What follows belongs to an exercise in optimizing a design on an open flow for small area; a production flow would make more cautious choices.
Function was checked by simulation only, so behaviour that the tests miss may differ from the original.
No driver is modelled on the clock port, so clocking that relies on it looks cheaper here than on a real chip.
Power and IR drop assume default switching activity.

== violet ==
==> flow/design.v (excerpt) <==
module davis_240(
input wire clk,
input wire rst,
input wire[8:0]AER_bus,
input wire REQ,
input wire SEL,
input wire ts_load,
input wire [31:0]ts_value,
output wire ACK,
output wire [31:0]data_out,
output reg [31:0]data_out_time
    );
clock: 5.0 ns
lec_check: 0
cap_margin: 0
core_margin: 2
core_utilization: 85
slew_margin: 0
synth_hierarchical: 1
synth_minimum_keep_size: 0
standard.sh (not shown) runs the stock make flow with config.mk's settings and CLKGATE_MAP_FILE= SYNTH_SCRIPT=/design/flow/synth_recipe.tcl, a recipe that flattens the netlist after the stock synthesis.
==> flow/flow/run.sh <==
#!/bin/bash
# Own layout flow: the standard ORFS flow, with
#  - port buffers of the smallest buffer cell (buf_1) instead of the default choice,
#  - one tie cell for all constant outputs,
#  - a clock tree of small clock buffers without dummy loads.
set -euo pipefail
bash standard.sh \
  "BUFFER_PORTS_ARGS=-buffer_cell sky130_fd_sc_hd__buf_1" \
  "SKIP_REPAIR_TIE_FANOUT=1" \
  "CTS_ARGS=-sink_clustering_enable -repair_clock_nets -dont_use_dummy_load -buf_list sky130_fd_sc_hd__clkbuf_4 -root_buf sky130_fd_sc_hd__clkbuf_8" \
  finish > flow_make.log 2>&1
The final layout from violet, which completed every stage, passed the timing, DRC and antenna checks at the end of the flow.
Relative to violet, the following input files were edited for garnet:
- CORE_UTILIZATION now 70, was 85
### Flow results
violet finished all stages; the layout is clean.
Per the final summary, garnet finished and its layout is clean on timing, DRC and antenna.
Per the comparison of garnet with violet, sequential cell count held steady, combinational fraction of design power shrank by 0.9 points, number of buffers inserted by post-CTS setup repair held steady, tightest slew margin relative to the limit grew by 4.6 points, number of gates on the worst path with buffers counted held steady.
In terms of total internal power, garnet and violet differ only marginally.
Cmp violet and garnet / slack of the worst reg-to-reg path / higher: garnet
From garnet to violet, clock buffer instance count of the final layout did not move at all.
Power: garnet draws less than violet
Diff violet -> garnet | wire length of the first global-routing pass | down by more than a quarter
The lower post-layout utilization of the core of violet and garnet is in garnet.
Here is what was changed in the inputs of yarrow compared with garnet.
diff --git a/flow/flow/run.sh b/flow/flow/run.sh
--- a/flow/flow/run.sh
+++ b/flow/flow/run.sh
@@ -5 +5,3 @@
-#  - a clock tree of small clock buffers without dummy loads.
+#  - placement that is not timing-driven, after removing synthesis's buffers,
+#  - a clock tree without dummy loads whose buffers are then shrunk while the
+#    register clock-pin slew stays low.
@@ -6,0 +9 @@
+here=$(pwd)
@@ -10 +13,4 @@
-  "CTS_ARGS=-sink_clustering_enable -repair_clock_nets -dont_use_dummy_load -buf_list sky130_fd_sc_hd__clkbuf_4 -root_buf sky130_fd_sc_hd__clkbuf_8" \
+  "GPL_TIMING_DRIVEN=0" \
+  "PRE_GLOBAL_PLACE_TCL=$here/flow/rmbuf.tcl" \
+  "POST_CTS_TCL=$here/flow/clk_shrink.tcl" \
+  "CTS_ARGS=-sink_clustering_enable -repair_clock_nets -dont_use_dummy_load -buf_list sky130_fd_sc_hd__clkbuf_8 -root_buf sky130_fd_sc_hd__clkbuf_8" \
==> flow/flow/clk_shrink.tcl (new file) <==
# Shrink clock buffers while the worst register clock-pin slew stays under a limit.
proc my_worst_clk_slew {} {
  set worst 0
  foreach pin [get_pins -hierarchical */CLK] {
    set s [get_property $pin slew_max]
    if {$s > $worst} { set worst $s }
  }
  return $worst
}
set limit [expr {[info exists ::env(CLK_SLEW_LIMIT)] ? $::env(CLK_SLEW_LIMIT) : 0.100}]
estimate_parasitics -placement
puts "clock slew before shrink: [my_worst_clk_slew]"
set bufs {}
foreach inst [[ord::get_db_block] getInsts] {
  if {[string match "sky130_fd_sc_hd__clkbuf_*" [[$inst getMaster] getName]]} { lappend bufs [$inst getName] }
}
# leaves first, the root last
foreach pass {1 2} {
foreach name $bufs {
  set inst [get_cells $name]
  set orig [get_property [get_lib_cells -of_objects $inst] name]
  foreach size {1 2 4 8} {
    set cell sky130_fd_sc_hd__clkbuf_$size
    if {$cell eq $orig} break
    replace_cell $inst $cell
    estimate_parasitics -placement
    if {[my_worst_clk_slew] <= $limit} {
      puts "clock buffer $name: $orig -> $cell"
      break
    }
    replace_cell $inst $orig
    estimate_parasitics -placement
  }
}
}
puts "clock slew after shrink: [my_worst_clk_slew]"
==> flow/flow/rmbuf.tcl (new file) <==
# Before global placement: remove the buffers synthesis inserted (the standard
# flow does this only for timing-driven placement).
remove_buffers
Total of plain and repair buffers excluding clock buffers: higher on yarrow
Power: yarrow draws less than garnet
Startpoint of the worst setup timing path: time_stamp[7] -> garnet, time_stamp[15] -> yarrow
Sort garnet and yarrow by first-pass GRT wire length desc -> top: garnet
What harbor does differently from yarrow at the input level:
- CORE_UTILIZATION changed from 70 to 40
- SLEW_MARGIN changed from 0 to 20
- CAP_MARGIN changed from 0 to 20
==> flow/flow/run.sh <==
#!/bin/bash
# Own layout flow: the standard ORFS flow, with
#  - port buffers of the smallest buffer cell (buf_1) instead of the default choice,
#  - a clock tree of small clock buffers without dummy loads.
set -euo pipefail
bash standard.sh \
  "BUFFER_PORTS_ARGS=-buffer_cell sky130_fd_sc_hd__buf_1" \
  "CTS_ARGS=-sink_clustering_enable -repair_clock_nets -dont_use_dummy_load -buf_list sky130_fd_sc_hd__clkbuf_8 -root_buf sky130_fd_sc_hd__clkbuf_8" \
  finish > flow_make.log 2>&1
removed: flow/flow/clk_shrink.tcl
removed: flow/flow/rmbuf.tcl
## What came out
Diff yarrow -> harbor: wire length saw an increase, first-pass GRT wire length -about 3.3%.
On clock distribution area overhead in the final layout, harbor and yarrow are neck and neck.
Cell-internal power: harbor worse than yarrow
Against yarrow, via count in harbor fell slightly.
harbor against yarrow; final cell count is up by more than 10%.
When the final numbers for harbor and yarrow were put side by side, the insertion delay of the later-clocked pin in the worst-skew pair turned out to be greater in yarrow.
Against yarrow, harbor comes in 11 points lower on total global-route track usage.
Row transition time at the pin with the least slew margin: harbor lower / yarrow higher
The inputs of xenon differ from those of harbor as listed below.
- CORE_UTILIZATION now 70, was 40
diff --git a/flow/flow/run.sh b/flow/flow/run.sh
--- a/flow/flow/run.sh
+++ b/flow/flow/run.sh
@@ -3,0 +4 @@
+#  - one tie cell for all constant outputs,
@@ -8 +9,2 @@
-  "CTS_ARGS=-sink_clustering_enable -repair_clock_nets -dont_use_dummy_load -buf_list sky130_fd_sc_hd__clkbuf_8 -root_buf sky130_fd_sc_hd__clkbuf_8" \
+  "SKIP_REPAIR_TIE_FANOUT=1" \
+  "CTS_ARGS=-sink_clustering_enable -repair_clock_nets -dont_use_dummy_load -buf_list sky130_fd_sc_hd__clkbuf_4 -root_buf sky130_fd_sc_hd__clkbuf_8" \
--- outcome ---
- On power, harbor and xenon are basically level.
- As far as critical path depth goes, xenon and harbor are indistinguishable; the numbers are identical.
- xenon — sequential cell area share 1.2 points higher, harbor as reference
- Delta (xenon minus harbor): initial antenna violation count roughly the same, well tap count down 37%.
- Looking at filler cell count in the final layout, xenon sits 62% below harbor.

* * *

Setup of pepper:
Another version of the RTL of davis_240 (not shown whole).
For scale: about 290 cells after synthesis, roughly 110 flip-flops, ~110 I/O pins, about 3700 um2 of cells after synthesis.
Settings: LEC_CHECK=0, CAP_MARGIN=0, CORE_MARGIN=2, CORE_UTILIZATION=70, SLEW_MARGIN=0, SYNTH_HIERARCHICAL=1, SYNTH_MINIMUM_KEEP_SIZE=0; clock period 5.0 ns.
==> flow/flow/run.sh <==
#!/bin/bash
# Own layout flow: the standard ORFS flow, with
#  - port buffers of the smallest buffer cell (buf_1) instead of the default choice,
#  - one tie cell for all constant outputs,
#  - a clock tree without dummy loads whose buffers are then shrunk while the
#    register clock-pin slew stays low (flow/clk_shrink.tcl).
set -euo pipefail
here=$(pwd)
export CLK_SLEW_LIMIT=0.118
bash standard.sh \
  "BUFFER_PORTS_ARGS=-buffer_cell sky130_fd_sc_hd__buf_1" \
  "SKIP_REPAIR_TIE_FANOUT=1" \
  "POST_CTS_TCL=$here/flow/clk_shrink.tcl" \
  "CTS_ARGS=-sink_clustering_enable -repair_clock_nets -dont_use_dummy_load -buf_list sky130_fd_sc_hd__clkbuf_8 -root_buf sky130_fd_sc_hd__clkbuf_8" \
  finish > flow_make.log 2>&1
==> flow/flow/clk_shrink.tcl <==
# Shrink clock buffers (to smaller clock buffers or buf_6) while the worst register clock-pin slew stays under a limit.
proc my_worst_clk_slew {} {
  set worst 0
  foreach pin [get_pins -hierarchical */CLK] {
    set s [get_property $pin slew_max]
    if {$s > $worst} { set worst $s }
  }
  return $worst
}
set limit [expr {[info exists ::env(CLK_SLEW_LIMIT)] ? $::env(CLK_SLEW_LIMIT) : 0.100}]
estimate_parasitics -placement
puts "clock slew before shrink: [my_worst_clk_slew]"
set bufs {}
foreach inst [[ord::get_db_block] getInsts] {
  if {[string match "sky130_fd_sc_hd__clkbuf_*" [[$inst getMaster] getName]]} { lappend bufs [$inst getName] }
}
# leaves first, the root last
foreach pass {1 2} {
foreach name $bufs {
  set inst [get_cells $name]
  set orig [get_property [get_lib_cells -of_objects $inst] name]
  foreach cell {sky130_fd_sc_hd__clkbuf_1 sky130_fd_sc_hd__clkbuf_2 sky130_fd_sc_hd__clkbuf_4 sky130_fd_sc_hd__buf_6 sky130_fd_sc_hd__clkbuf_8} {
    if {$cell eq $orig} break
    replace_cell $inst $cell
    estimate_parasitics -placement
    if {[my_worst_clk_slew] <= $limit} {
      puts "clock buffer $name: $orig -> $cell"
      break
    }
    replace_cell $inst $orig
    estimate_parasitics -placement
  }
}
}
puts "clock slew after shrink: [my_worst_clk_slew]"
Changes in tundra relative to pepper:
diff --git a/flow/flow/run.sh b/flow/flow/run.sh
--- a/flow/flow/run.sh
+++ b/flow/flow/run.sh
@@ -9 +9 @@
-export CLK_SLEW_LIMIT=0.118
+export CLK_SLEW_LIMIT=0.110
## What came out
Diff pepper..tundra | met2 global-route usage | negligible
Ratio of cells with drive above 1 in the final layout: tundra vs pepper down 1.3 points
tundra: all stages complete, timing, DRC and antenna checks passed
The minimum clock period reported for tundra is smaller than that of pepper by 46 ps.
Of tundra and pepper, the higher power belongs to tundra.
Between tundra and pepper, the combinational share of power figures differ only marginally.
On finished layout cell area, tundra and pepper are basically level.
Total routed wirelength: pepper vs tundra — no meaningful difference
Delta (tundra minus pepper): total power divided by cell area grew by about 1.3%, clock network fraction of design power +0.8 points.
Final sequential cell count came out exactly the same in tundra and pepper.
The following lists how lagoon was set up differently from tundra:
diff --git a/flow/flow/run.sh b/flow/flow/run.sh
--- a/flow/flow/run.sh
+++ b/flow/flow/run.sh
@@ -9 +8,0 @@
-export CLK_SLEW_LIMIT=0.110
diff --git a/flow/flow/clk_shrink.tcl b/flow/flow/clk_shrink.tcl
--- a/flow/flow/clk_shrink.tcl
+++ b/flow/flow/clk_shrink.tcl
@@ -1 +1 @@
-# Shrink clock buffers (to smaller clock buffers or buf_6) while the worst register clock-pin slew stays under a limit.
+# Shrink clock buffers while the worst register clock-pin slew stays under a limit.
@@ -22 +22,2 @@
-  foreach cell {sky130_fd_sc_hd__clkbuf_1 sky130_fd_sc_hd__clkbuf_2 sky130_fd_sc_hd__clkbuf_4 sky130_fd_sc_hd__buf_6 sky130_fd_sc_hd__clkbuf_8} {
+  foreach size {1 2 4 8} {
+    set cell sky130_fd_sc_hd__clkbuf_$size
Results
Compared with tundra, lagoon ends up with a larger final cell area. Changes observed in lagoon relative to tundra: final total power has increased, share of the cycle needed by the critical path after routing essentially unchanged.

## re-timing with driven ports
How much do the figures lean on ideal ports? The routed layouts below were timed once more, with nothing changed but the port constraints.
Step 1 assumes that a clkbuf_16 drives the clock port and a buf_2 every other input.
Step 2 adds t to the input delays and takes it off the output delays; t is the mean of the earliest and latest rising clock arrival at the registers after step 1. Input paths then give back, and output paths get back, about the clock's delay inside the block.
Slacks: no drivers / after step 1 / after step 2; pairs: no drivers / after step 1.
run | shift t [ns] | slack for setup (ns) | worst setup path after step 2 | worst data-port slew with drivers (ns)
violet | 0.394 | 0.577 / 0.577 / 0.577 | register to register | 0.07
garnet | 0.372 | 1.119 / 1.119 / 1.119 | register to register | 0.04
yarrow | 0.541 | 1.111 / 1.111 / 1.111 | register to register | 0.05
harbor | 0.376 | 1.129 / 1.129 / 1.129 | register to register | 0.06
xenon | 0.369 | 1.112 / 1.112 / 1.112 | register to register | 0.04
pepper | 0.537 | 0.333 / 0.333 / 0.333 | register to register | 0.05
tundra | 0.828 | 0.378 / 0.378 / 0.378 | register to register | 0.05
lagoon | 0.544 | 0.385 / 0.385 / 0.385 | register to register | 0.04
After both steps setup and hold are still met in every run listed.
